Context: an optimization exercise on an open-source flow, tuned for small area. The choices shown serve that exercise and are no tape-out recipe. Only simulation tests tie the RTL to the original design; equivalence was not proved. Power and IR drop assume default switching activity.

==> design.v <==
module ADD_SUB_Sharing (
    input  wire                 ADD_SUB_Select_in,   
    input  wire signed [15:0]   a_in,                
    input  wire signed [15:0]   b_in,               
    output wire signed [15:0]   c_out                
);
    wire signed [15:0] b_mod_w;    
    wire signed [16:0] sum_ext_w; 
    wire signed [16:0] sat_max_w;
    wire signed [16:0] sat_min_w;
    assign sat_max_w = 17'sd32767; 
    assign sat_min_w = -17'sd32768;
    assign b_mod_w = b_in ^ {16{ADD_SUB_Select_in}};
    assign sum_ext_w = {a_in[15], a_in}
                     + {b_mod_w[15], b_mod_w}
                     + ADD_SUB_Select_in;
    assign c_out = (sum_ext_w > sat_max_w) ? sat_max_w[15:0] :
                   (sum_ext_w < sat_min_w) ? sat_min_w[15:0] :
                                             sum_ext_w[15:0];
endmodule
module ALU (
    input  wire                 CLK,
	input  wire					RST,
	input  wire					En_in,
	input  wire [7:0]   	    INS_in,       
    input  wire signed [15:0]   a_in,         
    input  wire signed [15:0]   b_in,         
    output reg  signed [15:0]   c_out,        
	output reg 					c_valid_out
);
	wire [2:0]              op_code_w;           
	wire                    use_sub_w;           
	wire signed [31:0]		mul_full_w;
    wire signed [15:0] 		res_nop_w;
	wire signed [15:0] 		res_addsub_w;
	wire signed [15:0] 		res_mul_w;  
	wire signed [15:0] 		res_and_w, res_or_w;
	wire signed [15:0] 		res_not_w, res_xor_w;	
	ADD_SUB_Sharing u_add_sub (
		.ADD_SUB_Select_in (use_sub_w),
		.a_in              (a_in),
		.b_in              (b_in),
		.c_out             (res_addsub_w)
	);
    assign op_code_w = INS_in[2:0];
	assign use_sub_w = (op_code_w == 2);
    assign res_nop_w   = a_in;
	assign mul_full_w  = $signed(a_in) * $signed(b_in);
	assign res_mul_w   = mul_full_w[15:0];    
    assign res_and_w   = a_in & b_in;
	assign res_or_w    = a_in | b_in;
	assign res_not_w   = ~a_in;
	assign res_xor_w   = a_in ^ b_in;
    always @(posedge CLK or negedge RST) begin
		if (RST == 0) begin
			c_out       <= 16'sd0;
			c_valid_out <= 1'b0;
		end
        else begin
			if (En_in) begin
				case (op_code_w)
					0: begin
						c_out       <= res_nop_w;
						c_valid_out <= 1'b1;
					end
					1: begin
						c_out       <= res_addsub_w;
						c_valid_out <= 1'b1;
					end
					2: begin
						c_out       <= res_addsub_w;
						c_valid_out <= 1'b1;
					end
					3: begin
						c_out       <= res_mul_w;
						c_valid_out <= 1'b1;
					end
					4: begin
						c_out       <= res_and_w;
						c_valid_out <= 1'b1;
					end
					5: begin
						c_out       <= res_or_w;
						c_valid_out <= 1'b1;
					end
					6: begin
						c_out       <= res_not_w;
						c_valid_out <= 1'b1;
					end
					7: begin
						c_out       <= res_xor_w;
						c_valid_out <= 1'b1;
					end
					default: begin
						c_out       <= c_out;     
						c_valid_out <= 1'b0;
					end
				endcase
			end
			else begin
				c_out       <= c_out;
				c_valid_out <= 1'b0;
			end
		end
    end
endmodule
module Controller (
    input  wire 				CLK,
    input  wire 				RST,         
    input  wire    				Rx_DV_in,
	input  wire					Tx_Done_in,
	input  wire					c_valid_in,
    output wire  				En_out,
	output wire  				Load_INS_en_out,
	output wire  				Load_MSB_a_en_out,
	output wire  				Load_LSB_a_en_out,
	output wire  				Load_MSB_b_en_out,
	output wire  				Load_LSB_b_en_out,
	output wire 				Tx_DV_out,
	output wire					MLSB_SEL_Tx_Byte_out
);
    localparam [1:0] ST_IDLE = 2'b00;
	localparam [1:0] ST_LOAD = 2'b01;
	localparam [1:0] ST_EXE  = 2'b10;
    localparam [1:0] ST_SEND = 2'b11;
	reg [1:0] state_q,   state_d;
	reg [2:0] load_cnt_q, load_cnt_d;    
	reg [1:0] send_cnt_q, send_cnt_d;    
	reg       tx_req_q,  tx_req_d;       
	always @(*) begin
		state_d    = state_q;
		load_cnt_d = load_cnt_q;
		send_cnt_d = send_cnt_q;
		tx_req_d   = tx_req_q;
		case (state_q)
			ST_IDLE: begin
				if (Rx_DV_in)
					state_d = ST_LOAD;
			end
			ST_LOAD: begin
				if (load_cnt_q == 3'd5)
					state_d = ST_EXE;
			end
			ST_EXE: begin
				if (c_valid_in)
					state_d = ST_SEND;
			end
			ST_SEND: begin
				if ((send_cnt_q == 2'd2) && Tx_Done_in)
					state_d = ST_IDLE;
			end
			default: begin
				state_d = ST_IDLE;
			end
		endcase
		if (state_q == ST_EXE) begin
			load_cnt_d = 3'd0;
		end
		else if ((state_q == ST_IDLE || state_q == ST_LOAD) && Rx_DV_in) begin
			load_cnt_d = load_cnt_q + 3'd1;
		end
		if (state_q == ST_IDLE) begin
			send_cnt_d = 2'd0;
		end
		else if (state_q == ST_SEND && tx_req_q) begin
			send_cnt_d = send_cnt_q + 2'd1;
		end
		if (state_q == ST_SEND &&
		    (c_valid_in || Tx_Done_in) &&
		    (send_cnt_q < 2)) begin
			tx_req_d = 1'b1;
		end
		else begin
			tx_req_d = 1'b0;
		end
	end
	always @(posedge CLK or negedge RST) begin
		if (RST == 0) begin
			state_q    <= ST_IDLE;
			load_cnt_q <= 3'd0;
			send_cnt_q <= 2'd0;
			tx_req_q   <= 1'b0;
		end
		else begin
			state_q    <= state_d;
			load_cnt_q <= load_cnt_d;
			send_cnt_q <= send_cnt_d;
			tx_req_q   <= tx_req_d;
		end
	end
	assign En_out = (state_q == ST_EXE);
	assign Load_INS_en_out   = (Rx_DV_in && state_q == ST_IDLE);
	assign Load_MSB_a_en_out = (Rx_DV_in && load_cnt_q == 3'd1);
	assign Load_LSB_a_en_out = (Rx_DV_in && load_cnt_q == 3'd2);
	assign Load_MSB_b_en_out = (Rx_DV_in && load_cnt_q == 3'd3);
	assign Load_LSB_b_en_out = (Rx_DV_in && load_cnt_q == 3'd4);
	assign Tx_DV_out            = tx_req_q;
	assign MLSB_SEL_Tx_Byte_out = send_cnt_q[0];  
endmodule
module Instruction_Memory (
    input  wire                 CLK,
	input  wire					RST,
	input  wire  				Load_INS_en_in,
	input  wire	signed [7:0] 	Rx_Byte_in,   
	output reg  [7:0] 			INS_out
);
	reg [7:0] ins_next_r;
	always @(*) begin
		ins_next_r = INS_out;
		if (Load_INS_en_in) begin
			ins_next_r = Rx_Byte_in[7:0];
		end
	end
    always @(posedge CLK or negedge RST) begin
		if (RST == 0) begin
			INS_out <= 8'd0;
		end
        else begin
			INS_out <= ins_next_r;
		end
    end
endmodule
module Input_Memory (
    input  wire                 CLK,
	input  wire					RST,
	input  wire  				Load_MSB_a_en_in,
	input  wire  				Load_LSB_a_en_in,
	input  wire  				Load_MSB_b_en_in,
	input  wire  				Load_LSB_b_en_in,
	input  wire	signed [7:0] 	Rx_Byte_in,   
	output reg 	signed [15:0] 	a_out,
	output reg 	signed [15:0] 	b_out
);
	reg signed [15:0] a_next_r;
	reg signed [15:0] b_next_r;
	always @(*) begin
		a_next_r = a_out;
		b_next_r = b_out;
		if (Load_MSB_a_en_in) begin
			a_next_r[15:8] = Rx_Byte_in;
		end
		else if (Load_LSB_a_en_in) begin
			a_next_r[7:0]  = Rx_Byte_in;
		end
		if (Load_MSB_b_en_in) begin
			b_next_r[15:8] = Rx_Byte_in;
		end
		else if (Load_LSB_b_en_in) begin
			b_next_r[7:0]  = Rx_Byte_in;
		end
	end
    always @(posedge CLK or negedge RST) begin
		if (RST == 0) begin
			a_out <= 16'sd0;
			b_out <= 16'sd0;
		end
        else begin
			a_out <= a_next_r;
			b_out <= b_next_r;
		end
    end
endmodule
module Core (
    input  wire 				CLK,
    input  wire 				RST,      
	input  wire	signed [7:0] 	Rx_Byte_in,
    input  wire    				Rx_DV_in,
	input  wire					Tx_Done_in,
	output wire  				Tx_DV_out,
	output wire signed [7:0]	Tx_Byte_out,
	output wire [7:0]			c_out
);
	wire						Load_INS_en_out_w;
	wire						c_valid_in_w, En_out_w, Tx_DV_out_w;
	wire						Load_MSB_a_en_out_w, Load_LSB_a_en_out_w;
	wire						Load_MSB_b_en_out_w, Load_LSB_b_en_out_w;
	wire signed [15:0] 			a_out_w, b_out_w, c_out_w;
	wire [7:0]					INS_out_w;
	wire                        MLSB_SEL_Tx_Byte_out_w;
	Controller controller(
		.CLK(CLK),
		.RST(RST),         
		.Rx_DV_in(Rx_DV_in),
		.Tx_Done_in(Tx_Done_in),
		.c_valid_in(c_valid_in_w),
		.En_out(En_out_w),
		.Load_INS_en_out(Load_INS_en_out_w),	
		.Load_MSB_a_en_out(Load_MSB_a_en_out_w),
		.Load_LSB_a_en_out(Load_LSB_a_en_out_w),
		.Load_MSB_b_en_out(Load_MSB_b_en_out_w),
		.Load_LSB_b_en_out(Load_LSB_b_en_out_w),
		.Tx_DV_out(Tx_DV_out_w),
		.MLSB_SEL_Tx_Byte_out(MLSB_SEL_Tx_Byte_out_w)
	);
	Instruction_Memory instruction_memory(
		.CLK(CLK),
		.RST(RST),
		.Load_INS_en_in(Load_INS_en_out_w),
		.Rx_Byte_in(Rx_Byte_in),   
		.INS_out(INS_out_w)
	);
	Input_Memory input_memory(
		.CLK(CLK),
		.RST(RST),
		.Load_MSB_a_en_in(Load_MSB_a_en_out_w),
		.Load_LSB_a_en_in(Load_LSB_a_en_out_w),
		.Load_MSB_b_en_in(Load_MSB_b_en_out_w),
		.Load_LSB_b_en_in(Load_LSB_b_en_out_w),
		.Rx_Byte_in(Rx_Byte_in),   
		.a_out(a_out_w),
		.b_out(b_out_w)
	);
	ALU alu(
		.CLK(CLK),
		.RST(RST),
		.En_in(En_out_w),
		.INS_in(INS_out_w),
		.a_in(a_out_w),         
		.b_in(b_out_w),         
		.c_out(c_out_w),        
		.c_valid_out(c_valid_in_w)
	);
	assign Tx_DV_out			= Tx_DV_out_w;
	assign Tx_Byte_out			= (MLSB_SEL_Tx_Byte_out_w)? c_out_w[7:0] : c_out_w[15:8];
	assign c_out				= c_out_w[7:0];
endmodule
module receiver #(
    parameter CLKS_PER_BIT = 217
)(
    input  wire        			CLK,
    input  wire        			RST,         
    input  wire        			Rx_in,
    output wire        			Rx_DV_out,
    output wire [7:0]  			Rx_Byte_out
);
    localparam s_IDLE         	= 3'b000;
    localparam s_RX_START_BIT 	= 3'b001;
    localparam s_RX_DATA_BITS 	= 3'b010;
    localparam s_RX_STOP_BIT  	= 3'b011;
    localparam s_CLEANUP      	= 3'b100;
    reg           Rx_Data_R_r;
    reg           Rx_Data_r;
    reg  [7:0]    Clock_Count_r;
    reg  [2:0]    Bit_Index_r;
    reg  [7:0]    Rx_Byte_r;
    reg           Rx_DV_r;
    reg  [2:0]    current_state_r;    
    reg  [2:0]    next_state_r;     
    always @(posedge CLK or negedge RST) begin
        if (RST == 0) begin
            Rx_Data_R_r <= 1'b1;
            Rx_Data_r   <= 1'b1;
        end else begin
            Rx_Data_R_r <= Rx_in;
            Rx_Data_r   <= Rx_Data_R_r;
        end
    end
    always @* begin
        case (current_state_r)
            s_IDLE:
                if (Rx_Data_r == 1'b0)
                    next_state_r = s_RX_START_BIT;
                else
                    next_state_r = s_IDLE;
            s_RX_START_BIT:
                if (Clock_Count_r == (CLKS_PER_BIT - 1) / 2)
                    if (Rx_Data_r == 1'b0)
                        next_state_r = s_RX_DATA_BITS;
                    else
                        next_state_r = s_IDLE;
                else
                    next_state_r = s_RX_START_BIT;
            s_RX_DATA_BITS:
                if (Clock_Count_r < CLKS_PER_BIT - 1)
                    next_state_r = s_RX_DATA_BITS;
                else if (Bit_Index_r < 7)
                    next_state_r = s_RX_DATA_BITS;
                else
                    next_state_r = s_RX_STOP_BIT;
            s_RX_STOP_BIT:
                if (Clock_Count_r < CLKS_PER_BIT - 1)
                    next_state_r = s_RX_STOP_BIT;
                else
                    next_state_r = s_CLEANUP;
            s_CLEANUP:
                next_state_r = s_IDLE;
            default:
                next_state_r = s_IDLE;
        endcase
    end
    always @(posedge CLK or negedge RST) begin
        if (RST == 0)
            current_state_r <= s_IDLE;
        else
            current_state_r <= next_state_r;
    end
    always @(posedge CLK or negedge RST) begin
        if (RST == 0) begin
            Rx_DV_r       <= 1'b0;
            Clock_Count_r <= 0;
            Bit_Index_r   <= 0;
            Rx_Byte_r     <= 0;
        end else
        case (current_state_r)
            s_IDLE: begin
                Rx_DV_r       <= 1'b0;
                Clock_Count_r <= 0;
                Bit_Index_r   <= 0;
            end
            s_RX_START_BIT: begin
                if (Clock_Count_r == (CLKS_PER_BIT - 1) / 2) begin
                    if (Rx_Data_r == 1'b0)
                        Clock_Count_r <= 0;
                end else
                    Clock_Count_r <= Clock_Count_r + 1;
            end
            s_RX_DATA_BITS: begin
                if (Clock_Count_r < CLKS_PER_BIT - 1) begin
                    Clock_Count_r <= Clock_Count_r + 1;
                end else begin
                    Clock_Count_r          <= 0;
                    Rx_Byte_r[Bit_Index_r] <= Rx_Data_r;
                    if (Bit_Index_r < 7)
                        Bit_Index_r <= Bit_Index_r + 1;
                    else
                        Bit_Index_r <= 0;
                end
            end
            s_RX_STOP_BIT: begin
                if (Clock_Count_r < CLKS_PER_BIT - 1) begin
                    Clock_Count_r <= Clock_Count_r + 1;
                end else begin
                    Rx_DV_r       <= 1'b1;
                    Clock_Count_r <= 0;
                end
            end
            s_CLEANUP: begin
                Rx_DV_r <= 1'b0;
            end
            default: begin
                Rx_DV_r       <= 1'b0;
                Clock_Count_r <= 0;
                Bit_Index_r   <= 0;
            end
        endcase
    end
    assign Rx_DV_out   = Rx_DV_r;
    assign Rx_Byte_out = Rx_Byte_r;
endmodule
module transmitter #(
    parameter CLKS_PER_BIT = 217
)(
    input  wire       CLK,
    input  wire       RST,         
    input  wire       Tx_DV_in,
    input  wire [7:0] Tx_Byte_in,
    output wire       Tx_Active_out,
    output reg        Tx_out,
    output wire       Tx_Done_out
);
    localparam s_IDLE          = 3'b000;
    localparam s_TX_START_BIT  = 3'b001;
    localparam s_TX_DATA_BITS  = 3'b010;
    localparam s_TX_STOP_BIT   = 3'b011;
    localparam s_CLEANUP       = 3'b100;
    reg [2:0] current_state_r;    
    reg [2:0] next_state_r;                
    reg [7:0] Clock_Count_r;
    reg [2:0] Bit_Index_r;
    reg [7:0] Tx_Data_r;
    reg       Tx_Done_r;
    reg       Tx_Active_r;
    always @* begin
        case (current_state_r)
            s_IDLE:
                if (Tx_DV_in == 1'b1)
                    next_state_r = s_TX_START_BIT;
                else
                    next_state_r = s_IDLE;
            s_TX_START_BIT:
                if (Clock_Count_r < CLKS_PER_BIT - 1)
                    next_state_r = s_TX_START_BIT;
                else
                    next_state_r = s_TX_DATA_BITS;
            s_TX_DATA_BITS:
                if (Clock_Count_r < CLKS_PER_BIT - 1)
                    next_state_r = s_TX_DATA_BITS;
                else if (Bit_Index_r < 3'd7)
                    next_state_r = s_TX_DATA_BITS;
                else
                    next_state_r = s_TX_STOP_BIT;
            s_TX_STOP_BIT:
                if (Clock_Count_r < CLKS_PER_BIT - 1)
                    next_state_r = s_TX_STOP_BIT;
                else
                    next_state_r = s_CLEANUP;
            s_CLEANUP:
                next_state_r = s_IDLE;
            default:
                next_state_r = s_IDLE;
        endcase
    end
    always @(posedge CLK or negedge RST) begin
        if (RST == 0)
            current_state_r <= s_IDLE;
        else
            current_state_r <= next_state_r;
    end
    always @(posedge CLK or negedge RST) begin
        if (RST == 0) begin
            Tx_out        <= 1'b1;
            Tx_Done_r     <= 1'b0;
            Clock_Count_r <= 8'd0;
            Bit_Index_r   <= 3'd0;
            Tx_Data_r     <= 8'd0;
            Tx_Active_r   <= 1'b0;
        end else
        case (current_state_r)
            s_IDLE: begin
                Tx_out <= 1'b1;        
                Tx_Done_r     <= 1'b0;
                Clock_Count_r <= 8'd0;
                Bit_Index_r   <= 3'd0;
                if (Tx_DV_in == 1'b1) begin
                    Tx_Active_r <= 1'b1;
                    Tx_Data_r   <= Tx_Byte_in;
                end else begin
                    Tx_Active_r <= 1'b0;
                end
            end
            s_TX_START_BIT: begin
                Tx_out <= 1'b0;        
                if (Clock_Count_r < CLKS_PER_BIT - 1) begin
                    Clock_Count_r <= Clock_Count_r + 1'b1;
                end else begin
                    Clock_Count_r <= 8'd0;
                end
            end
            s_TX_DATA_BITS: begin
                Tx_out <= Tx_Data_r[Bit_Index_r];  
                if (Clock_Count_r < CLKS_PER_BIT - 1) begin
                    Clock_Count_r <= Clock_Count_r + 1'b1;
                end else begin
                    Clock_Count_r <= 8'd0;
                    if (Bit_Index_r < 3'd7)
                        Bit_Index_r <= Bit_Index_r + 1'b1;
                    else
                        Bit_Index_r <= 3'd0;
                end
            end
            s_TX_STOP_BIT: begin
                Tx_out <= 1'b1;        
                if (Clock_Count_r < CLKS_PER_BIT - 1) begin
                    Clock_Count_r <= Clock_Count_r + 1'b1;
                end else begin
                    Clock_Count_r <= 8'd0;
                    Tx_Active_r   <= 1'b0;
                end
            end
            s_CLEANUP: begin
                Tx_Done_r <= 1'b1;   
            end
            default: begin
                Tx_out 			<= 1'b1;
                Tx_Done_r     	<= 1'b0;
                Clock_Count_r 	<= 8'd0;
                Bit_Index_r   	<= 3'd0;
                Tx_Active_r   	<= 1'b0;
            end
        endcase
    end
    assign Tx_Active_out = Tx_Active_r;
    assign Tx_Done_out   = Tx_Done_r;
endmodule
module simple_cpu (
    input  wire 				CLK,
    input  wire 				RST,         
	input  wire        			Rx_in,
	output wire        			Tx_out,
	output wire [7:0] 			LED_out
);
	wire						Rx_DV_out_w, Tx_Done_in_w;
	wire						Tx_DV_out_w;
	wire signed [7:0] 			Rx_Byte_out_w, Tx_Byte_out_w, c_out_w;
	receiver #(
    .CLKS_PER_BIT(217)
	) RX(
		.CLK(CLK),
		.RST(RST),
		.Rx_in(Rx_in),
		.Rx_DV_out(Rx_DV_out_w),
		.Rx_Byte_out(Rx_Byte_out_w)
	);
	Core core(
		.CLK(CLK),
		.RST(RST),         
		.Rx_Byte_in(Rx_Byte_out_w),
		.Rx_DV_in(Rx_DV_out_w),
		.Tx_Done_in(Tx_Done_in_w),
		.Tx_DV_out(Tx_DV_out_w),
		.Tx_Byte_out(Tx_Byte_out_w),
		.c_out(c_out_w)
	);
	transmitter #(
    .CLKS_PER_BIT(217)
	) TX(
		.CLK(CLK),
		.RST(RST),
		.Tx_DV_in(Tx_DV_out_w),
		.Tx_Byte_in(Tx_Byte_out_w),
		.Tx_Active_out(),
		.Tx_out(Tx_out),
		.Tx_Done_out(Tx_Done_in_w)
	);
	assign LED_out				= c_out_w;
endmodule
==> run.sh <==
#!/bin/bash
# synth_recipe.tcl (not shown) runs the flow's synth.tcl, then flattens the netlist and writes it again
# the make line also repeats each setting of config.mk as NAME=value (left out here)
make -C /OpenROAD-flow-scripts/flow DESIGN_CONFIG=/design/flow/config.mk WORK_HOME=/design/flow/orfs CLKGATE_MAP_FILE= SYNTH_SCRIPT=/design/flow/synth_recipe.tcl finish
==> config.mk <==
export PLATFORM = sky130hd
export DESIGN_NAME = simple_cpu
export DESIGN_NICKNAME = simple_cpu
export VERILOG_FILES = /design/flow/design.v
export SDC_FILE = /design/flow/constraint.sdc
export NUM_CORES = 4
export LEC_CHECK = 0
export CAP_MARGIN = 20
export CORE_MARGIN = 2
export CORE_UTILIZATION = 40
export PLACE_DENSITY = 0.6
export SLEW_MARGIN = 20
==> constraint.sdc <==
create_clock -name core_clock -period 10.0 [get_ports {CLK}]
set_input_delay 2.0000 -clock core_clock [delete_from_list [all_inputs] [get_ports {CLK}]]
set_output_delay 2.0000 -clock core_clock [all_outputs]
set_load 0.01 [all_outputs]
==> summary.md, run 1 <==
| Metric | Value |
|---|---|
| Status | finished clean |
| Bufs on Longest Clock Path | 2 |
| First-pass GRT wire length | 47100 um |
| Compound-gate portion of the synthesized area | 0.119 |
| Overall Global Routing Usage | 0.211 |
| Worst-path fanout max | 12 |
| Post-DP Area | 11600 um2 |
| Max-Cap Viols | 0 |
| Placed Cells | 1587 |
| Internal reg-to-reg setup slack | 3.75 ns |
| Non-filler cells, final | 1602 |
| Clock Skews | 0.0104 ns |
| Max Slew Vio Count | 0 |
| Flop pwr share | 0.544 |
| Post-synth ARST share | 1.00 |
| Die area | 29300 um2 |
| Number of synthesized flops with an enable pin | 0 |
| CP max stage delay | 0.73 ns |
| Gr ovfl total | 0 |
| Leak | 5.52 nW |
| Switching pwr | 0.184 mW |
| Setup crit start kind | flop |
| Data required, critical path | 10.19 ns |
| Normalized max-slew margin | 0.322 |
| Crit path top cell by count | fa_1 |
| Layout cells sized above 1 | 0.0727 |
| Synthesized cell area | 11200 um2 |
| Clock share of power | 0.444 |
| H-tree Lvls | 3 |
| Post-CTS Resized | 0 |
| Combinational power share | 0.012 |
| Post-Synth Adder-Cell Area | 0.283 |
| Pin count of the biggest net entering global routing | 61 |
| Post-Syn Instances | 1246 |
| Die height | 171 um |
| Via density | 5.41 |
| Final nets | 1428 |
| Critical Path AT | 6.44 ns |
| Final period utilization | 0.625 |
| Kind of end point of the critical path | flop |
| Residual DRC | 0 |
| Final Hold Viols | 0 |
| Inserted Diodes | 0 |
| Post-CTS Hold Buffers | 0 |
| Worst-Margin Slew | 1.02 ns |
| Hold crit path type | reg2reg |
| Post-Synthesis Mean Instance Area | 8.97 um2 |
| Post-Synth XOR/XNOR Area | 0.0545 |
| Syn. warnings | 6 |
| Clock latency (worst-skew pair) | 0.36 ns |
| Post-synthesis simple-gate area fraction | 0.137 |
| Largest family of logic cells by synthesized area | adder cells |
| Max VDD drop | 81.4 uV |
| Fill count | 2771 |
| Clk pin slew, worst setup/hold paths | 0.08 ns |
| Final HPWL DP | 23300 um |
| P per Cell Area | 68.5 nW/um2 |
| Initial DRC Count | 723 |
| Yosys cell types | 65 |
| Placer Congestion | 0.934 |
| Detailed Routing Iterations Pass 1 | 5 |
| Pint | 0.628 mW |
| Post-DRT Antenna Nets | 0 |
| Final TNS setup | 0 ns |
| Cts bufs inserted | 9 |
| Initial Util | 0.405 |
| Buffers on Ports | 11 |
| Most common cell after layout, fill and taps aside | inv_1 |
| DR WL/cell | 18.7 um |
| Core area | 27600 um2 |
| Core Rows | 61 |
| Crit path cell chain | clkinv_1, nor2_1, fa_1, fa_1, ha_1, inv_1, fa_1, fa_1, fa_1, inv_1, ha_1, a21oi_1, o21ai_0, a41oi_1, nor2b_1, xnor2_1, a22oi_1, a31oi_1 |
| RSZ-0062 raised after global routing | false |
| Setup bufs post-CTS | 0 |
| Register area share after synthesis | 0.244 |
| Clock sinks | 109 |
| CTS tree | done |
| Final setup viols | 0 |
| Layout area overhead | 6.03% |
| Vias in the first global route | 8361 |
| Tmin final | 6.25 ns |
| Crit path kind | reg2reg |
| Drt total wl | 30000 um |
| Highest clock rate | 160 MHz |
| Routed vias | 8671 |
| Clock Tree Root | clkbuf_16 |
| Sw Share | 0.227 |
| Die Wd | 171 um |
| Post-synthesis register bit count | 109 |
| Multiplexer area fraction after synthesis | 0.0733 |
| Final design instance area without fill | 11900 um2 |
| Top_reg_cell synth | dfrtp_1 |
| Initial antenna violation count | 0 |
| Top Ports | 12 |
| Synth Net Count | 1454 |
| Slowest-stage cell, CP | dfrtp_1 |
| Commonest non-fill, non-tap cells in the layout | 191 x inv_1, 147 x nand2_1, 125 x ha_1 |
sequential cells by signal, indices dropped and copies added, names as in the netlist:
signal / cells
core.instruction_memory.INS_out: 3
TX.Tx_out: 1
TX.current_state_r: 3
RX.Rx_Byte_r: 8
core.controller.load_cnt_q: 3
TX.Clock_Count_r: 8
RX.Bit_Index_r: 3
RX.Rx_Data_R_r: 1
core.controller.send_cnt_q: 2
TX.Tx_Done_r: 1
RX.current_state_r: 3
core.alu.c_valid_out: 1
TX.Tx_Data_r: 8
core.controller.state_q: 2
core.input_memory.b_out: 16
RX.Rx_DV_r: 1
RX.Clock_Count_r: 8
core.input_memory.a_out: 16
RX.Rx_Data_r: 1
TX.Bit_Index_r: 3
core.alu.c_out: 16
core.controller.tx_req_q: 1
synthesized netlist by cell type, types with 9 or more instances:
cell type    n  area [um2]
nor3_1      19        95.1
xor2_1      12         105
dfrtp_1    106        2650
ha_1       125        1560
nand3_1     19        95.1
clkbuf_1    39         146
inv_1      191         717
mux4_2      15         338
nor2b_1      9        56.3
o22ai_1     16         100
xnor2_1     55         482
mux2_2      33         372
o21ai_0     63         315
a31oi_1     13        81.3
mux2i_1     11         110
a21oi_1     58         290
nor2_1      99         372
nand2_1    147         552
fa_1        80        1600
metrics by stage:
stage                     hold WS [ns]  setup WS (ns)  utilization  power (mW)
final                            0.357           3.75        0.429       0.812
after detailed placement         0.348           3.79        0.419       0.461
after global routing             0.362           3.50        0.429       0.838
after global placement           0.346           3.91        0.419       0.461
after CTS                        0.359           3.78        0.429       0.820
after floorplan                  0.345           4.68            -       0.450
cells by family (layout without fill, tap and decap cells):
group                      count (synthesis)  count (layout)
muxes                                     59              59
buffers and inverters                    252             230
DFF                                      109             109
and+or+nand+nor                          342             342
adders and majority gates                205             205
AOI/OAI and AO/OA                        211             211
xor gates and xnor gates                  68              68
routing by layer:
layer | track usage | up-vias | share of wire
li1 | - | 4036 | -
met1 | 0.300 | 4309 | 0.45
met2 | 0.338 | 271 | 0.46
met3 | 0.0235 | 55 | 0.058
met4 | 0.0641 | 0 | 0.029
met5 | 0 | - | 0
worst paths after layout:
path | startpoint | end | cells past startpoint
worst max-delay path | core.input_memory.a_out[1]$_DFFE_PN0P_ | core.alu.c_out[12]$_DFFE_PN0P_ | 18
worst min-delay path | RX.Rx_Data_R_r$_DFF_PN1_ | RX.Rx_Data_r$_DFF_PN1_ | 0
worst max register to register | core.input_memory.a_out[1]$_DFFE_PN0P_ | core.alu.c_out[12]$_DFFE_PN0P_ | 18
worst min register to register | RX.Rx_Data_R_r$_DFF_PN1_ | RX.Rx_Data_r$_DFF_PN1_ | 0
max in group asynchronous | RST | RX.Rx_Byte_r[4]$_DFFE_PN0P_ | 2
min in group asynchronous | RST | TX.current_state_r[1]$_DFF_PN0_ | 1
power by group through the flow:
stage	clock network [mW]	registers (mW)	logic [mW]
final	0.361	0.442	0.00972
after global routing	0.384	0.442	0.0117
after CTS	0.368	0.442	0.0105
after detailed placement	0	0.450	0.0105
after global placement	0	0.450	0.0107
after floorplan	0	0.450	0.000457
critical path, delay by kind of cell, from the launching register on:
family	cells	cell delay [ns]
fa+ha+maj	7	3.04
compound gates	5	0.93
buf+inv	3	0.73
flops	1	0.73
simple gates	2	0.52
xor+xnor	1	0.14
area by class of cell:
cell class	count	area (um2)	area share
multi-input cells	885	7460	0.629
flip-flops and latches	109	2730	0.230
repair buffers	18	160	0.0135
clock inverters	4	37.5	0.00317
clock buffers	11	253	0.0213
inverters	197	739	0.0624
well taps	378	473	0.0399
==> run 2, diff against run 1 <==
==> design.v (replaced) <==
module simple_cpu (
    input  wire       CLK,
    input  wire       RST,         
    input  wire       Rx_in,
    output wire       Tx_out,
    output wire [7:0] LED_out
);
    reg  [7:0]  cnt;       
    reg  [3:0]  bn;        
    reg  [2:0]  st;        
    reg         busy;      
    reg  [3:0]  p;         
    reg         pa;        
    reg  [15:0] ar;        
    reg  [7:0]  H;         
    reg  [7:0]  L;         
    reg  [2:0]  op;
    reg         c;         
    reg         sv;        
    wire wrap   = cnt[7] & cnt[6] & cnt[4] & cnt[3];   
    wire win    = cnt[7:4] == 4'd6;                     
    wire win1   = cnt[7:4] == 4'd4;                     
    wire stop   = bn == 4'd8;
    wire data   = ~bn[3];
    wire p0     = p == 4'd0;
    wire p15    = p == 4'd15;
    wire [4:0] s = {1'b0, p} + {1'b0, bn};
    wire [3:0] t = s[3:0];
    wire armed  = ~s[4];
    wire at     = ar[15];
    wire op_mul = op == 3'd3;
    wire op_add = op == 3'd1;
    wire op_sub = op == 3'd2;
    wire op_not = op == 3'd6;
    wire op_and = op == 3'd4;
    wire op_or  = op == 3'd5;
    wire op_xor = op == 3'd7;
    wire cen    = op_add | op_sub | op_mul;
    wire st3 = st == 3'd3;
    wire st4 = st == 3'd4;
    wire p_data  = (st3 | st4) & data;
    wire p_hinit = (st == 3'd2) & stop;
    wire p_fix   = st4 & stop;
    wire len16   = st4;
    wire pstart  = ~pa & win & (t == 4'd15) & (p_data | p_hinit | p_fix);
    wire pend    = pa & (t[2:0] == 3'd7) & (t[3] | ~len16);
    wire tail     = len16 ? L[0] : H[0];
    wire init_val = ~op_mul & (at ^ op_not);
    wire first    = st4 & (bn == 4'd0) & ~t[3];
    wire B        = Rx_in;
    reg a;
    always @(*) begin
        if (p_hinit | first)
            a = init_val;
        else if (p_fix & sv)
            a = c ^ (t == 4'd15);
        else
            a = tail;
    end
    reg b;
    always @(*) begin
        b = 1'b0;
        if (pa & p_data) begin
            case (op)
                3'd1, 3'd7: b = B & p0;
                3'd2:       b = B & armed;
                3'd3:       b = B & at & armed;
                3'd4:       b = ~B & p0 & a;
                3'd5:       b = B & p0 & ~a;
                default:    b = 1'b0;
            endcase
        end
    end
    wire ce   = c & cen & p_data & (t != 4'd0);
    wire sum  = a ^ b ^ ce;
    wire cout = (a & b) | (a & ce) | (b & ce);
    wire hsh  = pa | ((st == 3'd5) & wrap & (bn != 4'd15));
    wire lsh  = pa & len16;
    wire w1p  = st4 & stop & win1 & p15;
    wire load_a  = ((st == 3'd1) | (st == 3'd2)) & data & win & (p == {st == 3'd1, bn[2:0]});
    wire load_op = (st == 3'd0) & data & (bn[2:0] < 3'd3) & win & p0;
    wire tx = st[2] & (st[1] | st[0]);    
    wire txbit = (st == 3'd5) ? H[0] : L[bn[2:0]];
    always @(posedge CLK or negedge RST) begin
        if (!RST) begin
            cnt  <= 8'd0;
            bn   <= 4'd15;
            st   <= 3'd0;
            busy <= 1'b0;
            p    <= 4'd0;
            pa   <= 1'b0;
            L    <= 8'd0;
        end else begin
            p <= p + 4'd1;
            if (pstart)
                pa <= 1'b1;
            else if (pend)
                pa <= 1'b0;
            if (lsh)
                L <= {H[0], L[7:1]};
            if (!busy) begin
                cnt <= 8'd0;
                bn  <= 4'd15;
                if (!Rx_in)
                    busy <= 1'b1;
            end else begin
                cnt <= wrap ? 8'd0 : cnt + 8'd1;
                if (wrap)
                    bn <= bn + 4'd1;
                if (stop & (tx ? wrap : cnt[7])) begin
                    cnt <= 8'd0;
                    bn  <= 4'd15;
                    if (st == 3'd6) begin
                        st   <= 3'd0;
                        busy <= 1'b0;
                    end else begin
                        st   <= st + 3'd1;
                        busy <= st[2];    
                    end
                end
            end
        end
    end
    always @(posedge CLK) begin
        ar <= {ar[14:0], load_a ? Rx_in : at};
        if (hsh)
            H <= {sum, H[7:1]};
        if (load_op)
            op <= {Rx_in, op[2:1]};
        if (w1p)
            c <= H[7];
        else if (pa & ~p_fix)
            c <= cout;
        if (st3 & (bn == 4'd7) & win & p15)
            sv <= ~(at ^ B ^ op_sub);
        else if (w1p)
            sv <= sv & (at ^ H[7]) & (op_add | op_sub);
    end
    assign Tx_out  = ~tx | (bn[3] ? ~bn[0] : txbit);
    assign LED_out = L;
endmodule
==> run 2 against run 1 <==
Compared with the run above:
- clock skew shrank 0.0039 ns
- synthesized cell count is 80% lower
- core utilization rose by 3.6 points
- total power is 46% lower
- critical path depth fell by 13
- fmax rose by 40%
- critical endpoint is now Tx_out
- largest cell class is now flip-flops and latches
==> summary.md, run 2 <==
| Metric | Value |
|---|---|
| Status | finished clean |
| Most frequent cell after synthesis | dfrtp_1 |
| Via density | 5.20 (-3.9%) |
| Clock latency (worst-skew pair) | 0.34 ns (-0.02 ns) |
| Slowest-stage cell, CP | dfstp_2 |
| Pre-CTS setup slack | 5.80 ns (+2.01 ns) |
| Initial Util | 0.411 (+0.00656) |
| Core area | 6790 um2 (-75%) |
| Commonest cells post-synth | 25 x dfrtp_1, 20 x nand2_1, 20 x nor2_1 |
| Pint | 0.346 mW (-45%) |
| DR WL/cell | 14.9 um (-20%) |
| Inserted Diodes | 0 (unchanged) |
| Post-synth top area share | 0.224 (-0.0133) |
| Top reg by flops | ar |
| CTS tree | done |
| Layout area overhead | 13.0% |
| P per Cell Area | 140 nW/um2 (+100%) |
| Synth top area cells | dfrtp_1 22%, edfxtp_1 14%, dfxtp_1 11% |
| Final nets | 276 (-81%) |
| Highest clock rate | 225 MHz (+40%) |
| Clock sinks | 58 (-47%) |
| Register area share after synthesis | 0.516 (+0.272) |
| Final Hold Viols | 0 (unchanged) |
| Clk pin slew, worst setup/hold paths | 0.07 ns (about the same) |
| Sw Share | 0.217 (-0.00943) |
| Setup bufs post-CTS | 0 (unchanged) |
| Post-CTS Resized | 0 (unchanged) |
| CP max stage delay | 0.65 ns (-0.08 ns) |
| Top_reg_cell synth | dfrtp_1 |
| Crit path kind | reg2out |
| Largest area contributor in the synthesized netlist | dfrtp_1 |
| Flop pwr share | 0.544 (about the same) |
| Final period utilization | 0.445 (-0.180) |
| Setup crit start kind | flop |
| Initial antenna violation count | 0 (unchanged) |
| Placer Congestion | 0.859 (-8.1%) |
| Final TNS setup | 0 ns (unchanged) |
| Tmin final | 4.45 ns (-1.80 ns) |
| First-pass GRT wire length | 9030 um (-81%) |
| Final Core Density | 0.465 (+0.0356) |
| Post-Synthesis Mean Instance Area | 11.4 um2 (+27%) |
| Die Wd | 87.6 um (-49%) |
| Clock Tree Root | clkbuf_8 |
| Buf/Inv on CP | 1 (-2) |
| Yosys cell types | 54 (-17%) |
| Kind of end point of the critical path | output port |
| Combinational power share | 0.009 (-0.003) |
| Max FFs per register | 16 |
| Worst setup margin | 5.55 ns (+1.80 ns) |
| Delay-heaviest family, CP | multiplexers |
| Pin count of the biggest net entering global routing | 30 (-51%) |
| Hold crit path type | reg2reg |
| Routed vias | 1878 (-78%) |
| Normalized max-slew margin | 0.555 (+0.233) |
| Max-Cap Viols | 0 (unchanged) |
| Gr ovfl total | 0 (unchanged) |
| Final setup viols | 0 (unchanged) |
| H-tree Lvls | 3 (unchanged) |
| Data required, critical path | 8.00 ns (-2.19 ns) |
| Leak | 1.29 nW (-77%) |
| Most common cell after layout, fill and taps aside | dfrtp_1 |
| Top Ports | 12 (unchanged) |
| Detailed Routing Iterations Pass 1 | 4 (-1) |
| Syn. warnings | 1 (-5) |
| Commonest non-fill, non-tap cells in the layout | 25 x dfrtp_1, 20 x nor2_1, 20 x nand2_1 |
| Synthesized cell area | 2790 um2 (-75%) |
| Number of synthesized flops with an enable pin | 13 (+13) |
| Layout cells sized above 1 | 0.162 (+0.0896) |
| Die height | 87.6 um (-49%) |
| Synth Net Count | 261 (-82%) |
| Worst-path fanout max | 8 (-4) |
| Bufs on Longest Clock Path | 2 (unchanged) |
| Max Slew Vio Count | 0 (unchanged) |
| Post-DRT Antenna Nets | 0 (unchanged) |
| Critical Path AT | 2.45 ns (-3.99 ns) |
| Final HPWL DP | 3770 um (-84%) |
| Worst-Margin Slew | 0.666 ns (-0.351 ns) |
| Die area | 7670 um2 (-74%) |
| Post-synthesis register bit count | 58 (-47%) |
| Hold_ws | 0.328 ns (-0.0292 ns) |
| Overall Global Routing Usage | 0.157 (-0.0537) |
| Drt total wl | 5390 um (-82%) |
| Residual DRC | 0 (unchanged) |
| Max VDD drop | 82.5 uV (+1.3%) |
| Clock share of power | 0.447 (+0.003) |
| Initial DRC Count | 112 (-85%) |
| Post-synth ARST share | 0.500 (-0.500) |
| RSZ-0062 raised after global routing | false |
| Vias in the first global route | 1850 (-78%) |
| Post-CTS Hold Buffers | 0 (unchanged) |
| Core Rows | 30 (-51%) |
| Clock Skews | 0.00644 ns (-0.00395 ns) |
| Buffers on Ports | 11 (unchanged) |
| Post-Syn Instances | 245 (-80%) |
| Cts bufs inserted | 9 (unchanged) |
| Switching pwr | 0.0961 mW (-48%) |
| Crit path cell chain | mux4_2, mux2i_1, a211oi_1, a211o_1, clkdlybuf4s50_1 |
==> run 2: cell count changes after synthesis, sizes merged, moves of 52 or more <==
cell / delta
nand2: -127
dfrtp: -81
xnor2: -52
fa: -78
ha: -114
nor2: -79
inv: -181
o21ai: -59
==> run 2: power by group through the flow <==
stage	Combinational, mW	Clock, mW	Sequential [mW]
CTS	0.00441	0.204	0.240
finish	0.00418	0.197	0.240
floorplan	0.000522	0	0.245
global placement	0.00431	0	0.245
global route	0.00504	0.217	0.240
detailed placement	0.00440	0	0.245
==> run 2: kinds of logic after synthesis <==
logic type	count (synthesis)	synth area share
adder cells (fa/ha/maj)	13	0.0636
multiplexers	16	0.0721
AO/OA/AOI/OAI	41	0.113
buffers and inverters	18	0.0358
flip-flops	58	0.516
AND/OR/NAND/NOR	86	0.159
XOR/XNOR	13	0.0408
==> run 2: final timing paths <==
| check | end | from | slack (ns) | depth (start not counted) |
|---|---|---|---|---|
| setup / recovery | Tx_out | bn[0]$_DFFE_PN1P_ | 5.55 | 5 |
| setup reg to reg | H[7]$_DFFE_PP_ | bn[2]$_DFFE_PN1P_ | 6.64 | 10 |
| min in group asynchronous | L[3]$_DFFE_PN0P_ | RST | 2.05 | 2 |
| max in group asynchronous | bn[2]$_DFFE_PN1P_ | RST | 7.64 | 2 |
| hold reg to reg | ar[13]$_DFF_P_ | ar[12]$_DFF_P_ | 0.33 | 0 |
| hold / removal | ar[13]$_DFF_P_ | ar[12]$_DFF_P_ | 0.33 | 0 |
==> run 2: worst register-to-register path, cell delays in order, from the launching register on <==
cell and delay [ns]:
dfstp_2 0.67, ha_1 0.35, a21oi_2 0.20, and3_2 0.25
o211ai_2 0.10, a2111oi_4 0.40, mux2_4 0.36, mux2i_1 0.13
o21a_1 0.13, fa_1 0.49, inv_1 0.04
==> run 2: layout make-up <==
class,count,area [um2]
timing repair buffer,12,118
clock inverter,6,38.8
inverter,10,37.5
multi-input combinational,169,1250
fill,652,3640
tap,96,120
sequential,58,1440
clock buffer,10,149
==> run 2: metal layers <==
layer / track usage / up-vias / wire length [um]
met5: 0 / - / 0
met4: 0.0573 / 0 / 74
met3: 0.0575 / 5 / 263
met2: 0.231 / 30 / 2380
met1: 0.214 / 924 / 2680
li1: - / 919 / -
==> run 2: per-stage QoR <==
step / power [mW] / std cells / instance area [um2]
global route: 0.463 / 361 / 3160
finish: 0.442 / 361 / 3160
CTS: 0.448 / 361 / 3160
floorplan: 0.246 / 245 / 2790
detailed placement: 0.250 / 345 / 2970
global placement: 0.249 / 345 / 2970
==> run 3, diff against run 2 <==
--- a/design.v
+++ b/design.v
@@ -6,9 +6,7 @@
     output wire [7:0] LED_out
 );
-    reg  [7:0]  cnt;       
+    reg  [7:0]  cnt;
     reg  [3:0]  bn;        
     reg  [2:0]  st;        
-    reg         busy;      
-    reg  [3:0]  p;         
     reg         pa;        
     reg  [15:0] ar;        
@@ -18,5 +16,9 @@
     reg         c;         
     reg         sv;        
-    wire wrap   = cnt[7] & cnt[6] & cnt[4] & cnt[3];   
+    wire [3:0] p = cnt[3:0];
+    wire tx     = st[2] & (st[1] | st[0]);    
+    wire idle   = bn[3] & ~bn[1] & bn[0];     
+    wire wrap   = tx ? (cnt[7] & cnt[6] & cnt[4] & cnt[3])
+                     : (cnt[7:5] == 3'b110) & (cnt[4] == bn[0]) & (p == 4'd15);
     wire win    = cnt[7:4] == 4'd6;                     
     wire win1   = cnt[7:4] == 4'd4;                     
@@ -80,17 +82,13 @@
     wire load_a  = ((st == 3'd1) | (st == 3'd2)) & data & win & (p == {st == 3'd1, bn[2:0]});
     wire load_op = (st == 3'd0) & data & (bn[2:0] < 3'd3) & win & p0;
-    wire tx = st[2] & (st[1] | st[0]);    
     wire txbit = (st == 3'd5) ? H[0] : L[bn[2:0]];
     always @(posedge CLK or negedge RST) begin
         if (!RST) begin
             cnt  <= 8'd0;
-            bn   <= 4'd15;
+            bn   <= 4'd9;
             st   <= 3'd0;
-            busy <= 1'b0;
-            p    <= 4'd0;
             pa   <= 1'b0;
             L    <= 8'd0;
         end else begin
-            p <= p + 4'd1;
             if (pstart)
                 pa <= 1'b1;
@@ -99,22 +97,24 @@
             if (lsh)
                 L <= {H[0], L[7:1]};
-            if (!busy) begin
-                cnt <= 8'd0;
-                bn  <= 4'd15;
+            if (idle) begin
+                cnt <= {4'd0, p + 4'd1};
                 if (!Rx_in)
-                    busy <= 1'b1;
+                    bn <= 4'd15;
             end else begin
-                cnt <= wrap ? 8'd0 : cnt + 8'd1;
-                if (wrap)
+                cnt <= cnt + 8'd1;
+                if (wrap) begin
+                    cnt[7:4] <= 4'd0;
+                    if (tx) cnt[3:0] <= 4'd0;
                     bn <= bn + 4'd1;
+                end
                 if (stop & (tx ? wrap : cnt[7])) begin
-                    cnt <= 8'd0;
-                    bn  <= 4'd15;
+                    cnt[7:4] <= 4'd0;
                     if (st == 3'd6) begin
-                        st   <= 3'd0;
-                        busy <= 1'b0;
+                        st <= 3'd0;
+                        bn <= 4'd9;
                     end else begin
-                        st   <= st + 3'd1;
-                        busy <= st[2];    
+                        st <= st + 3'd1;
+                        bn <= st[2] ? 4'd15 : 4'd9;
+                        if (st[2]) cnt[3:0] <= 4'd0;
                     end
                 end
--- a/config.mk
+++ b/config.mk
@@ -9,4 +9,6 @@
 export CORE_MARGIN = 2
 export CORE_UTILIZATION = 40
+export CTS_CLUSTER_DIAMETER = 500
+export CTS_CLUSTER_SIZE = 100
 export PLACE_DENSITY = 0.6
 export SLEW_MARGIN = 20
==> run 3 against run 2 <==
Compared with the run above:
- core utilization fell by 1.3 points
- largest power group unchanged
- critical path type unchanged
- sequential power down 8.3%
- cell count decreased by 8.3%
- synthesized cell count is 0.41% higher
- highest routed layer unchanged
- still clean on timing, DRC and antenna
- clock power is 38% lower
- area after synthesis decreased by 4.3%
- die area decreased by 4.1%
- via count shrank 0.69%
- critical path depth did not move
==> summary.md, run 3 <==
| Metric | Value |
|---|---|
| Placer Congestion | 0.861 (+0.27%) |
| Placed Cells | 323 (-6.4%) |
| Final nets | 268 (-2.9%) |
| Core Rows | 29 (-3.3%) |
| Drt total wl | 5330 um (-1.1%) |
| Max-Cap Viols | 0 (unchanged) |
| Commonest non-fill, non-tap cells in the layout | 23 x nand2_1, 22 x dfrtp_1, 17 x nor2_1 |
| Register area share after synthesis | 0.491 (-0.0248) |
| Max VDD drop | 64.3 uV (-22%) |
| Number of synthesized flops with an enable pin | 13 (unchanged) |
| Synth Net Count | 261 (unchanged) |
| Worst hold path depth | 0 (unchanged) |
| Power Total | 0.346 mW (-22%) |
| Worst setup margin | 5.51 ns (-0.0363 ns) |
| Clock Skews | 0.00902 ns (+0.00258 ns) |
| Via density | 5.63 (+8.3%) |
| Highest clock rate | 223 MHz (-0.81%) |
| Clock Tree Root | clkbuf_8 |
| Post-Synthesis Mean Instance Area | 10.9 um2 (-4.6%) |
| Routed vias | 1865 (-0.69%) |
| Vias in the first global route | 1803 (-2.5%) |
| DR WL/cell | 16.1 um (+7.8%) |
| Final design instance area without fill | 2900 um2 (-8.1%) |
| Hold crit path type | reg2reg |
| Clock latency (worst-skew pair) | 0.31 ns (-0.03 ns) |
| Die Wd | 85.8 um (-2.0%) |
| Final Core Density | 0.452 (-0.0131) |
| P per Cell Area | 119 nW/um2 (-15%) |
| Slowest-stage cell, CP | dfstp_2 |
| Final TNS setup | 0 ns (unchanged) |
| Worst Hold Endpoint | ar[7]$_DFF_P_ |
| Overall Global Routing Usage | 0.162 (+0.00492) |
| Hold Crit Start | ar[6]$_DFF_P_ |
| Final HPWL DP | 3850 um (+2.1%) |
| Cts bufs inserted | 5 (-4) |
| Clk pin slew, worst setup/hold paths | 0.10 ns (+0.03 ns) |
| Final setup viols | 0 (unchanged) |
| Top reg by flops | ar |
| Critical Path Source | bn[0]$_DFFE_PN1P_ |
| Post-synth ARST share | 0.453 (-0.0472) |
| Initial DRC Count | 119 (+6.3%) |
| Max Slew Vio Count | 0 (unchanged) |
| Pin count of the biggest net entering global routing | 25 (-17%) |
| Kind of end point of the critical path | output port |
| Synthesized cell area | 2680 um2 (-4.3%) |
| Crit path cell chain | mux4_2, mux2i_1, a211oi_1, a211o_1, clkdlybuf4s50_1 |
| Buffers on Ports | 11 (unchanged) |
| Inserted Diodes | 0 (unchanged) |
| Crit path kind | reg2out |
| Normalized max-slew margin | 0.616 (+0.0615) |
| H-tree Lvls | 2 (-1) |
| Bufs on Longest Clock Path | 2 (unchanged) |
| Hold_ws | 0.331 ns (+0.00301 ns) |
| Most frequent cell after synthesis | nand2_1 |
| Commonest cells post-synth | 23 x nand2_1, 22 x dfrtp_1, 17 x nor2_1 |
| Post-synth top area share | 0.206 (-0.0181) |
| Storage cell area | 1310 um2 (-8.9%) |
| Initial Util | 0.417 (+0.00529) |
| Top Ports | 12 (unchanged) |
| Data required, critical path | 8.00 ns (about the same) |
| RSZ-0062 raised after global routing | false |
| Tmin final | 4.49 ns (+0.0363 ns) |
| Post-Syn Instances | 246 (+0.41%) |
| Status | finished clean |
| Most common cell after layout, fill and taps aside | nand2_1 |
| Synth top area cells | dfrtp_1 21%, edfxtp_1 15%, dfxtp_1 12% |
| Internal reg-to-reg setup slack | 6.71 ns (+0.07 ns) |
| First-pass GRT wire length | 9230 um (+2.2%) |
| Layout cells sized above 1 | 0.122 (-0.0402) |
| Residual DRC | 0 (unchanged) |
| Die height | 85.8 um (-2.0%) |
| Top_reg_cell synth | dfrtp_1 |
| FF-to-FF End | H[7]$_DFFE_PP_ |
| Max FFs per register | 16 (unchanged) |
| Layout area overhead | 8.42% |
| Core area | 6420 um2 (-5.5%) |
| Syn. warnings | 1 (unchanged) |
| Leak | 1.22 nW (-5.3%) |
| Setup bufs post-CTS | 0 (unchanged) |
| CTS tree | done |
| Non-filler cells, final | 331 (-8.3%) |
| Worst-Margin Slew | 0.573 ns (-0.0933 ns) |
| Post-DRT Antenna Nets | 0 (unchanged) |
| Largest area contributor in the synthesized netlist | dfrtp_1 |
| Post-DP Area | 2820 um2 (-5.1%) |
| CP max stage delay | 0.69 ns (+0.04 ns) |
| Gr ovfl total | 0 (unchanged) |
| Detailed Routing Iterations Pass 1 | 4 (unchanged) |
| Initial antenna violation count | 0 (unchanged) |
| Multi-input combinational cell area | 1270 um2 (+1.1%) |
| Post-CTS Resized | 0 (unchanged) |
| Yosys cell types | 62 (+15%) |
| Die area | 7360 um2 (-4.1%) |
| Post-CTS Hold Buffers | 0 (unchanged) |
| Setup crit start kind | flop |
| Final period utilization | 0.449 (+0.00363) |
| Final Hold Viols | 0 (unchanged) |
| Clock sinks | 53 (-8.6%) |
| R2R depth | 10 (unchanged) |
| Pre-CTS setup slack | 5.65 ns (-0.157 ns) |
| Critical Path AT | 2.49 ns (+0.04 ns) |
| Post-synthesis register bit count | 53 (-8.6%) |
| Fill count | 601 (-7.8%) |
| RR Startpoint | bn[0]$_DFFE_PN1P_ |
| Worst-path fanout max | 10 (+2) |
[run 3: kinds of logic after synthesis]
group | count (synthesis) | share of synthesized area
adder cells (fa/ha/maj) | 12 | 0.0617
XOR/XNOR | 12 | 0.0393
multiplexers | 16 | 0.0753
buffers and inverters | 19 | 0.0355
flip-flops | 53 | 0.491
AND/OR/NAND/NOR | 86 | 0.169
AO/OA/AOI/OAI | 48 | 0.128
[run 3: worst max-delay path by stage]
| stage | to | cells after the start |
|---|---|---|
| 3_3_place_gp | H[7]$_DFFE_PP_ | 8 |
| 3_5_place_dp | H[7]$_DFFE_PP_ | 8 |
| 6_report | Tx_out | 5 |
| 2_1_floorplan | Tx_out | 5 |
| 4_1_cts | Tx_out | 5 |
| 5_1_grt | Tx_out | 5 |
[run 3: worst max-delay path: cells and delay by family, from the launching register on]
| family | cells | cell delay [ns] |
|---|---|---|
| AO/OA/AOI/OAI | 2 | 0.34 |
| buffers and inverters | 1 | 0.48 |
| flip-flops | 1 | 0.69 |
| multiplexers | 2 | 0.68 |
[run 3: where the power goes]
part | switching [mW] | internal [mW]
registers | 0.0000872 | 0.220
logic | 0.00243 | 0.000785
clock network | 0.0732 | 0.0500
[run 3: final cells by class]
cell class	instances	area share
timing repair buffer	11	0.0362
clock inverter	3	0.00690
clock buffer	5	0.0237
sequential	53	0.453
inverter	8	0.0104
tap	77	0.0332
multi-input combinational	174	0.437
[run 3: routing by layer]
| layer | GRT usage | part of all wire |
|---|---|---|
| met1 | 0.242 | 0.51 |
| met2 | 0.238 | 0.44 |
| met3 | 0.0327 | 0.037 |
| met4 | 0.0476 | 0.010 |
| met5 | 0 | 0 |
==> run 4, diff against run 3 <==
--- a/config.mk
+++ b/config.mk
@@ -9,4 +9,5 @@
 export CORE_MARGIN = 2
 export CORE_UTILIZATION = 40
+export CTS_BUF_LIST = sky130_fd_sc_hd__clkbuf_16
 export CTS_CLUSTER_DIAMETER = 500
 export CTS_CLUSTER_SIZE = 100
==> run 4 against run 3 <==
Compared with the run above:
- routed wire length fell by 0.83%
- core utilization increased by 0.88 points
- clock power is 41% higher
- first-iteration DRC count shrank 5.9%
- fmax increased by 0.75%
- largest power group unchanged
==> summary.md, run 4 <==
| Metric | Value |
|---|---|
| Status | finished clean |
| Most common cell after layout, fill and taps aside | nand2_1 |
| RR Startpoint | bn[0]$_DFFE_PN1P_ |
| Clock Skews | 0.00549 ns (-0.00353 ns) |
| Bufs on Longest Clock Path | 2 (unchanged) |
| Hold crit path type | reg2reg |
| Worst-path fanout max | 10 (unchanged) |
| Syn. warnings | 1 (unchanged) |
| Gr ovfl total | 0 (unchanged) |
| Flop pwr share | 0.556 (-0.079) |
| RSZ-0062 raised after global routing | false |
| Final nets | 268 (unchanged) |
| Overall Global Routing Usage | 0.161 (-0.000611) |
| Clock share of power | 0.436 (+0.080) |
| Synth Net Count | 261 (unchanged) |
| Post-synth ARST share | 0.453 (unchanged) |
| Multiplexer area fraction after synthesis | 0.0753 (unchanged) |
| Max-Cap Viols | 0 (unchanged) |
| Number of synthesized flops with an enable pin | 13 (unchanged) |
| Die Wd | 85.8 um (unchanged) |
| Setup bufs post-CTS | 0 (unchanged) |
| Final Hold Viols | 0 (unchanged) |
| Drt total wl | 5290 um (-0.83%) |
| Commonest non-fill, non-tap cells in the layout | 23 x nand2_1, 22 x dfrtp_1, 17 x nor2_1 |
| DR WL/cell | 16.0 um (-0.83%) |
| Max Slew Vio Count | 0 (unchanged) |
| Multi-input combinational cell area | 1270 um2 (unchanged) |
| FF-to-FF End | H[7]$_DFFE_PP_ |
| Clock Tree Root | clkbuf_16 |
| Top reg by flops | ar |
| Top Ports | 12 (unchanged) |
| Pint | 0.314 mW (+16%) |
| Final Core Density | 0.460 (+0.00877) |
| Data required, critical path | 8.00 ns (about the same) |
| First-pass GRT wire length | 9200 um (-0.30%) |
| Normalized max-slew margin | 0.624 (+0.00794) |
| Compound-gate portion of the synthesized area | 0.128 (unchanged) |
| Post-synthesis simple-gate area fraction | 0.169 (unchanged) |
| Storage cell area | 1310 um2 (unchanged) |
| Post-Synth XOR/XNOR Area | 0.0393 (unchanged) |
| Clock latency (worst-skew pair) | 0.29 ns (-0.02 ns) |
| Worst-Margin Slew | 0.559 ns (-0.0137 ns) |
| Fill count | 593 (-1.3%) |
| Clock sinks | 53 (unchanged) |
| Initial antenna violation count | 0 (unchanged) |
| Commonest cells post-synth | 23 x nand2_1, 22 x dfrtp_1, 17 x nor2_1 |
| Pin count of the biggest net entering global routing | 25 (unchanged) |
| Critical Path AT | 2.45 ns (-0.04 ns) |
| Leak | 1.25 nW (+2.1%) |
| CTS tree | done |
| Sw Share | 0.206 (-0.0125) |
| Max FFs per register | 16 (unchanged) |
| Kind of end point of the critical path | output port |
| Clk pin slew, worst setup/hold paths | 0.07 ns (-0.03 ns) |
| R2R depth | 10 (unchanged) |
| Final HPWL DP | 3850 um (unchanged) |
| Yosys cell types | 62 (unchanged) |
| Cts bufs inserted | 5 (unchanged) |
| Residual DRC | 0 (unchanged) |
| Post-Syn Instances | 246 (unchanged) |
| Vias in the first global route | 1794 (-0.50%) |
| H-tree Lvls | 2 (unchanged) |
| Max VDD drop | 78.3 uV (+22%) |
| Buffers on Ports | 11 (unchanged) |
| Crit path kind | reg2out |
| Post-Synth Adder-Cell Area | 0.0617 (unchanged) |
| Core area | 6420 um2 (unchanged) |
| Die area | 7360 um2 (unchanged) |
| Internal reg-to-reg setup slack | 6.71 ns (about the same) |
| Detailed Routing Iterations Pass 1 | 4 (unchanged) |
| Combinational power share | 0.008 (about the same) |
| Post-DRT Antenna Nets | 0 (unchanged) |
| Final period utilization | 0.445 (-0.00335) |
| Hold Crit Start | ar[6]$_DFF_P_ |
| Initial Util | 0.417 (unchanged) |
| Post-CTS Resized | 0 (unchanged) |
| Post-synth top area share | 0.206 (unchanged) |
| Final setup viols | 0 (unchanged) |
| Post-CTS Hold Buffers | 0 (unchanged) |
| Largest family of logic cells by synthesized area | simple AND/OR/NAND/NOR gates |
| Routed vias | 1835 (-1.6%) |
| Inserted Diodes | 0 (unchanged) |
| Tmin final | 4.45 ns (-0.0335 ns) |
| Top_reg_cell synth | dfrtp_1 |
| Post-synthesis register bit count | 53 (unchanged) |
| Setup crit start kind | flop |
| Layout area overhead | 10.5% |
| Switching pwr | 0.0816 mW (+7.7%) |
| Largest area contributor in the synthesized netlist | dfrtp_1 |
| Layout cells sized above 1 | 0.122 (unchanged) |
| Synthesized cell area | 2680 um2 (unchanged) |
| Worst Hold Endpoint | ar[7]$_DFF_P_ |
| Highest clock rate | 224 MHz (+0.75%) |
| Post-Synthesis Mean Instance Area | 10.9 um2 (unchanged) |
| Register area share after synthesis | 0.491 (unchanged) |
| Via density | 5.54 (-1.6%) |
| Worst hold path depth | 0 (unchanged) |
| Placer Congestion | 0.861 (unchanged) |
| Most frequent cell after synthesis | nand2_1 |
| Die height | 85.8 um (unchanged) |
| Core Rows | 29 (unchanged) |
| Initial DRC Count | 112 (-5.9%) |
| Synth top area cells | dfrtp_1 21%, edfxtp_1 15%, dfxtp_1 12% |
| Final TNS setup | 0 ns (unchanged) |
| P per Cell Area | 134 nW/um2 (+12%) |
run 4: changes by cell type in the layout (fill, tap and decap cells not counted):
cell,previous run,this run
clkbuf_16,0,5
clkbuf_8,5,0
run 4: critical path: stages, from the launching register on:
cell and delay (ns):
dfstp_2 0.68, mux4_2 0.52, mux2i_1 0.15, a211oi_1 0.09
a211o_1 0.25, clkdlybuf4s50_1 0.48
run 4: area by class of cell:
cell class                 count  share of cell area
inverter                       8              0.0102
multi-input combinational    174               0.428
timing repair buffer          11              0.0355
clock inverter                 3             0.00677
clock buffer                   5              0.0423
tap                           77              0.0326
sequential                    53               0.444
run 4: through the flow:
step                      hold slack, ns  worst slack [ns]  cells  total power, mW  cell area, um2
after global placement             0.312              5.74    323            0.228            2820
after floorplan                    0.310              6.20    246            0.225            2680
final                              0.327              5.55    331            0.396            2960
after detailed placement           0.312              5.65    323            0.228            2820
after CTS                          0.328              5.52    331            0.402            2960
after global routing               0.336              5.46    331            0.411            2960
run 4: worst max-delay path by stage:
| stage | startpoint | endpoint | slack, ns | depth (start not counted) |
|---|---|---|---|---|
| 4_1_cts | bn[0]$_DFFE_PN1P_ | Tx_out | 5.52 | 5 |
| 3_5_place_dp | Rx_in | H[7]$_DFFE_PP_ | 5.65 | 8 |
| 5_1_grt | bn[0]$_DFFE_PN1P_ | Tx_out | 5.46 | 5 |
| 2_1_floorplan | bn[0]$_DFFE_PN1P_ | Tx_out | 6.20 | 5 |
| 3_3_place_gp | Rx_in | H[7]$_DFFE_PP_ | 5.74 | 8 |
| 6_report | bn[0]$_DFFE_PN1P_ | Tx_out | 5.55 | 5 |
run 4: logic make-up (layout without fill, tap and decap cells):
group,count (synthesis),after routing
flip-flops,53,53
XOR/XNOR,12,12
multiplexers,16,16
AO/OA/AOI/OAI,48,48
adder cells (fa/ha/maj),12,12
AND/OR/NAND/NOR,86,86
buffers and inverters,19,27
run 4: power by group through the flow:
stage          Clock [mW]  Sequential (mW)  Combinational, mW
2_1_floorplan           0            0.225           0.000518
5_1_grt             0.187            0.220            0.00389
4_1_cts             0.179            0.220            0.00362
6_report            0.173            0.220            0.00322
3_3_place_gp            0            0.225            0.00356
3_5_place_dp            0            0.225            0.00362
run 4: per-layer routing:
layer | vias up | GRT usage | routed length (um)
met4 | 0 | 0.0433 | 49
li1 | 908 | - | -
met3 | 5 | 0.0327 | 229
met1 | 886 | 0.243 | 2690
met5 | - | 0 | 0
met2 | 36 | 0.237 | 2320
==> run 5, diff against run 4 <==
--- a/config.mk
+++ b/config.mk
@@ -9,7 +9,4 @@
 export CORE_MARGIN = 2
 export CORE_UTILIZATION = 40
-export CTS_BUF_LIST = sky130_fd_sc_hd__clkbuf_16
-export CTS_CLUSTER_DIAMETER = 500
-export CTS_CLUSTER_SIZE = 100
 export PLACE_DENSITY = 0.6
 export SLEW_MARGIN = 20
==> run 5 against run 4 <==
Compared with the run above:
- sequential power is essentially flat
- routed wire length grew 0.83%
- critical path type unchanged
- sequential share of layout area rose by 0.86 points
- highest routed layer unchanged
- first-iteration DRC count up 6.3%
- synthesized cell count stayed put
- still clean on timing, DRC and antenna
- critical endpoint unchanged
==> summary.md, run 5 <==
| Metric | Value |
|---|---|
| Status | finished clean |
| Post-Synthesis Mean Instance Area | 10.9 um2 (unchanged) |
| CP max stage delay | 0.69 ns (about the same) |
| Bufs on Longest Clock Path | 2 (unchanged) |
| DR WL/cell | 16.1 um (+0.83%) |
| Yosys cell types | 62 (unchanged) |
| Synthesized cell area | 2680 um2 (unchanged) |
| Leak | 1.22 nW (-2.1%) |
| Commonest cells post-synth | 23 x nand2_1, 22 x dfrtp_1, 17 x nor2_1 |
| Cts bufs inserted | 5 (unchanged) |
| Critical Path Source | bn[0]$_DFFE_PN1P_ |
| Hold_ws | 0.331 ns (+0.00417 ns) |
| Setup crit start kind | flop |
| CTS tree | done |
| Inserted Diodes | 0 (unchanged) |
| Die area | 7360 um2 (unchanged) |
| Layout area overhead | 8.42% |
| Pin count of the biggest net entering global routing | 25 (unchanged) |
| Power Total | 0.346 mW (-12%) |
| Largest area contributor in the synthesized netlist | dfrtp_1 |
| Vias in the first global route | 1803 (+0.50%) |
| Clock sinks | 53 (unchanged) |
| R2R depth | 10 (unchanged) |
| Clock latency (worst-skew pair) | 0.31 ns (+0.02 ns) |
| RSZ-0062 raised after global routing | false |
| Multi-input combinational cell area | 1270 um2 (unchanged) |
| Register area share after synthesis | 0.491 (unchanged) |
| Internal reg-to-reg setup slack | 6.71 ns (about the same) |
| Post-synth ARST share | 0.453 (unchanged) |
| Worst-path fanout max | 10 (unchanged) |
| Layout cells sized above 1 | 0.122 (unchanged) |
| Post-DP Area | 2820 um2 (unchanged) |
| Synth top area cells | dfrtp_1 21%, edfxtp_1 15%, dfxtp_1 12% |
| Most common cell after layout, fill and taps aside | nand2_1 |
| FF-to-FF End | H[7]$_DFFE_PP_ |
| Post-DRT Antenna Nets | 0 (unchanged) |
| Setup bufs post-CTS | 0 (unchanged) |
| Number of synthesized flops with an enable pin | 13 (unchanged) |
| Hold crit path type | reg2reg |
| Crit path cell chain | mux4_2, mux2i_1, a211oi_1, a211o_1, clkdlybuf4s50_1 |
| Tmin final | 4.49 ns (+0.0335 ns) |
| Clock Skews | 0.00902 ns (+0.00353 ns) |
| Syn. warnings | 1 (unchanged) |
| Final TNS setup | 0 ns (unchanged) |
| Critical Path AT | 2.49 ns (+0.04 ns) |
| Final Core Density | 0.452 (-0.00877) |
| Crit path kind | reg2out |
| Via density | 5.63 (+1.6%) |
| Highest clock rate | 223 MHz (-0.75%) |
| Data required, critical path | 8.00 ns (about the same) |
| Pre-CTS setup slack | 5.65 ns (unchanged) |
| Max VDD drop | 64.3 uV (-18%) |
| Top Ports | 12 (unchanged) |
| Post-CTS Resized | 0 (unchanged) |
| Post-synth top area share | 0.206 (unchanged) |
| Top_reg_cell synth | dfrtp_1 |
| Clock Tree Root | clkbuf_8 |
| Clk pin slew, worst setup/hold paths | 0.10 ns (+0.03 ns) |
| Placer Congestion | 0.861 (unchanged) |
| Initial DRC Count | 119 (+6.3%) |
| RR Startpoint | bn[0]$_DFFE_PN1P_ |
| Storage cell area | 1310 um2 (unchanged) |
| Worst setup margin | 5.51 ns (-0.0335 ns) |
| Die height | 85.8 um (unchanged) |
| Fill count | 601 (+1.3%) |
| Buffers on Ports | 11 (unchanged) |
| Drt total wl | 5330 um (+0.83%) |
| Max Slew Vio Count | 0 (unchanged) |
| P per Cell Area | 119 nW/um2 (-11%) |
| CP endpoint | Tx_out |
| Most frequent cell after synthesis | nand2_1 |
| Core Rows | 29 (unchanged) |
| Top reg by flops | ar |
| Detailed Routing Iterations Pass 1 | 4 (unchanged) |
| Final setup viols | 0 (unchanged) |
| Core area | 6420 um2 (unchanged) |
| Placed Cells | 323 (unchanged) |
| Max FFs per register | 16 (unchanged) |
| First-pass GRT wire length | 9230 um (+0.30%) |
| H-tree Lvls | 2 (unchanged) |
| Final design instance area without fill | 2900 um2 (-1.9%) |
| Synth Net Count | 261 (unchanged) |
| Kind of end point of the critical path | output port |
| Post-synthesis register bit count | 53 (unchanged) |
| Gr ovfl total | 0 (unchanged) |
| Final HPWL DP | 3850 um (unchanged) |
| Normalized max-slew margin | 0.616 (-0.00794) |
| Worst-Margin Slew | 0.573 ns (+0.0137 ns) |
| Max-Cap Viols | 0 (unchanged) |
| Final period utilization | 0.449 (+0.00335) |
| Initial antenna violation count | 0 (unchanged) |
| Post-CTS Hold Buffers | 0 (unchanged) |
| Slowest-stage cell, CP | dfstp_2 |
| Overall Global Routing Usage | 0.162 (+0.000611) |
| Routed vias | 1865 (+1.6%) |
| Final Hold Viols | 0 (unchanged) |
| Commonest non-fill, non-tap cells in the layout | 23 x nand2_1, 22 x dfrtp_1, 17 x nor2_1 |
| Final nets | 268 (unchanged) |
| Initial Util | 0.417 (unchanged) |
| Non-filler cells, final | 331 (unchanged) |
| Die Wd | 85.8 um (unchanged) |
| Residual DRC | 0 (unchanged) |
## run 5: cell types whose count changed in the layout (fill, tap and decap cells not counted)
cell,delta
clkbuf_8,+5
clkbuf_16,-5
## run 5: power by group
group / internal [mW] / switching, mW
clock network: 0.0500 / 0.0732
logic: 0.000785 / 0.00243
registers: 0.220 / 0.0000872
## run 5: cell families after synthesis
kind of cell / synth area share
xor gates and xnor gates: 0.0393
adders and majority gates: 0.0617
DFF: 0.491
AOI/OAI and AO/OA: 0.128
muxes: 0.0753
and+or+nand+nor: 0.169
buffers and inverters: 0.0355
## run 5: worst min-delay path by stage
stage                              start             end  slack (ns)  depth (start not counted)
after floorplan            ar[9]$_DFF_P_  ar[10]$_DFF_P_        0.31                          0
after CTS                  ar[5]$_DFF_P_   ar[6]$_DFF_P_        0.34                          0
final                      ar[6]$_DFF_P_   ar[7]$_DFF_P_        0.33                          0
after global routing      ar[13]$_DFF_P_  ar[14]$_DFF_P_        0.34                          0
after detailed placement   ar[5]$_DFF_P_   ar[6]$_DFF_P_        0.31                          0
after global placement     ar[7]$_DFF_P_   ar[8]$_DFF_P_        0.31                          0
## run 5: routing by layer
layer	track usage	wire (um)
met2	0.238	2370
met4	0.0476	54
met5	0	0
met1	0.242	2710
met3	0.0327	199
## run 5: cell type report
class | instances | share of cell area
Clock buffer | 5 | 0.0237
Clock inverter | 3 | 0.00690
Inverter | 8 | 0.0104
Multi-Input combinational cell | 174 | 0.437
Sequential cell | 53 | 0.453
Tap cell | 77 | 0.0332
Timing Repair Buffer | 11 | 0.0362
## run 5: worst max-delay path: cells and delay by family (launching register included)
kind / cells / cell delay, ns
AOI/OAI and AO/OA: 2 / 0.34
buffers and inverters: 1 / 0.48
muxes: 2 / 0.68
DFF: 1 / 0.69
